Background: an optimization exercise with open tools, aiming at small area and a short achievable clock period. Do not read the settings as production practice.
The RTL was checked by simulation tests, not by an equivalence proof against the original design.
Power and IR drop assume default switching activity.

## run 1
==> flow/design.v <==
module FpAdd (
    input             iCLK,
    input      [26:0] iA,
    input      [26:0] iB,
    output reg [26:0] oSum
);
    wire [17:0] L;
    wire [16:0] Y;
    wire [5:0]  d;
    wire        flush, sub;
    wire [7:0]  L_e;
    wire        L_s;
    FpAdd_s1 u_s1 (.iA(iA), .iB(iB), .L(L), .Y(Y), .d(d), .flush(flush),
                   .sub(sub), .L_e(L_e), .L_s(L_s));
    reg [17:0] r_L;
    reg [16:0] r_Y;
    reg [5:0]  r_d;
    reg        r_flush;
    reg        r_sub;
    reg [7:0]  r_e;
    reg        r_s;
    always @(posedge iCLK) begin
        r_L     <= L;
        r_Y     <= Y;
        r_d     <= d;
        r_flush <= flush;
        r_sub   <= sub;
        r_e     <= L_e;
        r_s     <= L_s;
    end
    wire [20:0] sum;
    wire [4:0]  lz;
    wire        zero;
    FpAdd_s2 u_s2 (.L(r_L), .Y(r_Y), .d(r_d), .flush(r_flush), .sub(r_sub),
                   .L_e(r_e), .sum(sum), .lz(lz), .zero(zero));
    reg [20:0] q_sum;
    reg [4:0]  q_lz;
    reg [7:0]  q_e;
    reg        q_s;
    reg        q_zero;
    always @(posedge iCLK) begin
        q_sum  <= sum;
        q_lz   <= lz;
        q_e    <= r_e;
        q_s    <= r_s;
        q_zero <= zero;
    end
    wire [26:0] res;
    FpAdd_s3 u_s3 (.sum(q_sum), .lz(q_lz), .L_e(q_e), .sgn(q_s),
                   .zero(q_zero), .res(res));
    always @*
        oSum = res;
endmodule
module FpAdd_s1 (
    input  [26:0] iA,
    input  [26:0] iB,
    output [17:0] L,      
    output [16:0] Y,      
    output [5:0]  d,      
    output        flush,  
    output        sub,    
    output [7:0]  L_e,    
    output        L_s     
);
    wire        A_s = iA[26];
    wire [7:0]  A_e = iA[25:18];
    wire        B_s = iB[26];
    wire [7:0]  B_e = iB[25:18];
    wire pass = (A_e == 8'd0) | (B_e == 8'd0);
    wire [7:0]  dAB, dBA;
    wire        A_lt, B_lt;
    FpAdd_esub u_dAB (.a(A_e), .b(B_e), .d(dAB), .lt(A_lt));
    FpAdd_esub u_dBA (.a(B_e), .b(A_e), .d(dBA), .lt(B_lt));
    wire [7:0]  dd  = A_lt ? dBA : dAB;
    wire        tie = (A_e == B_e);
    wire A_larger = ~A_lt & (~tie | (iA[17:1] > iB[17:1]));
    assign L_s = A_larger ? A_s : B_s;
    assign L_e = A_lt ? B_e : A_e;
    assign L   = A_larger ? {iA[17:1], pass & iA[0]} : {iB[17:1], pass & iB[0]};
    assign Y   = A_larger ? iB[17:1] : iA[17:1];
    assign d     = dd[5:0];
    assign flush = pass | (dd > 8'd35);
    assign sub   = A_s ^ B_s;
endmodule
module FpAdd_esub (
    input  [7:0] a,
    input  [7:0] b,
    output [7:0] d,
    output       lt
);
    wire [7:0] p = a ^ ~b;
    reg  [8:0] G, P, Gn, Pn;
    integer k, m;
    always @* begin
        G = {a & ~b, 1'b1};
        P = {p, 1'b0};
        for (k = 1; k < 9; k = k * 2) begin
            Gn = G; Pn = P;
            for (m = k; m < 9; m = m + 1) begin
                Gn[m] = G[m] | (P[m] & G[m-k]);
                Pn[m] = P[m] & P[m-k];
            end
            G = Gn; P = Pn;
        end
    end
    assign d  = p ^ G[7:0];
    assign lt = ~G[8];
endmodule
module FpAdd_s2 (
    input  [17:0] L,
    input  [16:0] Y,
    input  [5:0]  d,
    input         flush,
    input         sub,
    input  [7:0]  L_e,
    output [20:0] sum,
    output reg [4:0] lz,
    output        zero
);
    wire [19:0] W = flush ? 20'd0 : ({1'b1, Y, 2'b00} >> d);
    reg  [15:0] M;
    integer i;
    always @*
        for (i = 0; i < 16; i = i + 1)
            M[i] = (d >= i + 3) & (d <= 6'd18);
    wire sticky = ~flush & (|(Y[15:0] & M) |
                            (d == 6'd19 & |Y[16:1]) |
                            (d >= 6'd20));
    wire [20:0] Lw  = {2'b01, L, 1'b0};
    wire [20:0] y   = {1'b0, W} ^ {21{sub}};
    wire        cin = sub & ~sticky;
    wire [20:0] p   = Lw ^ y;
    reg  [20:0] G, P, Gn, Pn;
    integer k, m;
    always @* begin
        G = Lw & y;
        P = p;
        for (k = 1; k < 21; k = k * 2) begin
            Gn = G; Pn = P;
            for (m = k; m < 21; m = m + 1) begin
                Gn[m] = G[m] | (P[m] & G[m-k]);
                Pn[m] = P[m] & P[m-k];
            end
            G = Gn; P = Pn;
        end
    end
    wire [20:0] c = {G[19:0] | (P[19:0] & {20{cin}}), cin};
    assign sum = p ^ c;
    integer j;
    always @* begin
        lz = 5'd21;
        for (j = 0; j < 21; j = j + 1)
            if (sum[j])
                lz = 5'd20 - j[4:0];
    end
    assign zero = (L_e == 8'd0) | (sum == 21'd0);
endmodule
module FpAdd_s3 (
    input  [20:0] sum,
    input  [4:0]  lz,
    input  [7:0]  L_e,
    input         sgn,
    input         zero,
    output [26:0] res
);
    wire [20:0] norm = sum << lz;
    wire [7:0] t = L_e + 8'd1;
    wire [4:0] e_lo;
    wire       e_b;
    FpAdd_sub5 u_elo (.a(t[4:0]), .b(lz), .d(e_lo), .lt(e_b));
    wire [7:0] e_out = {e_b ? t[7:5] - 3'd1 : t[7:5], e_lo};
    assign res = zero ? 27'd0 : {sgn, e_out, norm[19:2]};
endmodule
module FpAdd_sub5 (
    input  [4:0] a,
    input  [4:0] b,
    output [4:0] d,
    output       lt
);
    wire [4:0] p = a ^ ~b;
    reg  [5:0] G, P, Gn, Pn;
    integer k, m;
    always @* begin
        G = {a & ~b, 1'b1};
        P = {p, 1'b0};
        for (k = 1; k < 6; k = k * 2) begin
            Gn = G; Pn = P;
            for (m = k; m < 6; m = m + 1) begin
                Gn[m] = G[m] | (P[m] & G[m-k]);
                Pn[m] = P[m] & P[m-k];
            end
            G = Gn; P = Pn;
        end
    end
    assign d  = p ^ G[4:0];
    assign lt = ~G[5];
endmodule
==> flow/config.mk <==
export PLATFORM = sky130hd
export DESIGN_NAME = FpAdd
export DESIGN_NICKNAME = FpAdd
export VERILOG_FILES = /design/flow/design.v
export SDC_FILE = /design/flow/constraint.sdc
export NUM_CORES = 4
export LEC_CHECK = 0
export ABC_AREA = 1
export CAP_MARGIN = 20
export CORE_MARGIN = 2
export CORE_UTILIZATION = 40
export SLEW_MARGIN = 20
==> flow/constraint.sdc <==
create_clock -name core_clock -period 10.0 [get_ports {iCLK}]
set_input_delay 2.0000 -clock core_clock [delete_from_list [all_inputs] [get_ports {iCLK}]]
set_output_delay 2.0000 -clock core_clock [all_outputs]
set_load 0.01 [all_outputs]
standard.sh (not shown) runs the stock make flow with config.mk's settings and CLKGATE_MAP_FILE= SYNTH_SCRIPT=/design/flow/synth_recipe.tcl, a recipe that flattens the netlist after the stock synthesis.
==> flow/flow/run.sh <==
#!/bin/bash
# Standard ORFS layout, with two changes: the port buffers are buf_2 cells
# instead of the delay-buffer cell buffer_ports picks by default, and
# repair_timing aims for 5.6 ns of setup slack
# and skips its last-gasp pass.
export BUFFER_PORTS_ARGS="-buffer_cell sky130_fd_sc_hd__buf_2"
export SETUP_SLACK_MARGIN=5.6
export SKIP_LAST_GASP=1
bash standard.sh > standard.log 2>&1
Edits applied to the flow inputs when going from run 1 to run 2:
-- flow/flow/run.sh --
<<< run 1, line 4
# repair_timing aims for 5.6 ns of setup slack
# and skips its last-gasp pass.
>>> run 2, line 4
# repair_timing aims for 5.7 ns of setup slack.
<<< run 1, line 7
export SETUP_SLACK_MARGIN=5.6
export SKIP_LAST_GASP=1
>>> run 2, line 6
export SETUP_SLACK_MARGIN=5.7
[summary]
Taking run 1 as the reference, in run 2 fraction of met2 tracks used by global routing climbed 0.36 points; total power moved up; routed wire length has increased. Compare run 2 and run 1 | via count lower: run 1. Run 2: global routing usage on met1 is 0.20 points higher than what run 1 reported.
Changes in run 3 relative to run 2:
- TNS_END_PERCENT: unset -> 30
-- flow/flow/run.sh --
<<< run 2, line 4
# repair_timing aims for 5.7 ns of setup slack.
>>> run 3, line 4
# repair_timing aims for 5.6 ns of setup slack.
<<< run 2, line 6
export SETUP_SLACK_MARGIN=5.7
>>> run 3, line 6
export SETUP_SLACK_MARGIN=5.6
Findings:
- Placeable core region came out exactly the same in run 3 and run 2.
- Any difference in cell count between run 2 and run 3 is small enough to ignore.
- Of run 3 and run 2, the lower sequential power belongs to run 2.
- The global-route usage of run 3 is lower than that of run 2.
- On run 3: final total power is 1.1% lower than what run 2 gave.
- Changes observed in run 3 relative to run 2: cell area after layout went down 85 um2, smallest hold slack did not really move, maximum vdd drop went down by 0.00072 mV.
--- input diff run 3..run 4 ---
- CTS_CLUSTER_SIZE: unset -> 30
- TNS_END_PERCENT: 30 -> unset
- CTS_BUF_LIST: unset -> sky130_fd_sc_hd__clkbuf_8
-- flow/flow/run.sh --
<<< run 3, line 4
# repair_timing aims for 5.6 ns of setup slack.
>>> run 4, line 4
# repair_timing aims for 5.7 ns of setup slack.
<<< run 3, line 6
export SETUP_SLACK_MARGIN=5.6
>>> run 4, line 6
export SETUP_SLACK_MARGIN=5.7
==> notes.md <==
From run 3 to run 4 the numbers moved as follows: share of the clock period used by the worst path after layout has remained practically unchanged, number of storage elements in the synthesis netlist has remained practically unchanged, worst clock skew has remained practically unchanged, routed wire length has increased, number of global-route vias before repair has increased.
On final design instance area without fill, run 3 tracks run 4 almost exactly.
Run 4 ended up with a lower power density normalized to cell area than run 3 did.
Compared with run 3, run 4 shows non-clock buffer total of the final layout higher by 5.
Run 4 vs run 3 — clock share of power dropped 4.1 points.
[compare] base=run 3 new=run 4: ratio of routed vias to standard cells went down, clock network area share down 1.2 points.

==> re-timing with driven ports <==
The flow's constraints put no driver on any port. The routed layouts listed below were extracted and timed again, unchanged, in two steps. Step 1 sets driving cells, clkbuf_16 on the clock port and buf_2 on the other inputs (assumed; they add their load-dependent delay and slew). Step 2 times the ports against the registers' clock, not the clock port: input delays grow and output delays shrink by t, the midpoint of the rising clock arrivals with the driver on. Three values: ideal, step 1, step 2; two values: the first two.
run	t, ns	slack for setup (ns)	worst register clock-pin slew, ns	worst data-port slew with drivers (ns)	pins driven straight from the clock port
run 1	0.393	5.730 / 5.685 / 5.437	0.07 / 0.07	0.05	1
run 2	0.393	5.731 / 5.685 / 5.473	0.07 / 0.07	0.05	1
run 3	0.388	5.724 / 5.681 / 5.405	0.07 / 0.07	0.05	1
run 4	0.411	5.711 / 5.671 / 5.466	0.09 / 0.09	0.05	1
After both steps every run listed still meets setup and hold. The setup slack of run 3, which loses most, moves by -0.043 ns with the drivers and by -0.319 ns with both steps.
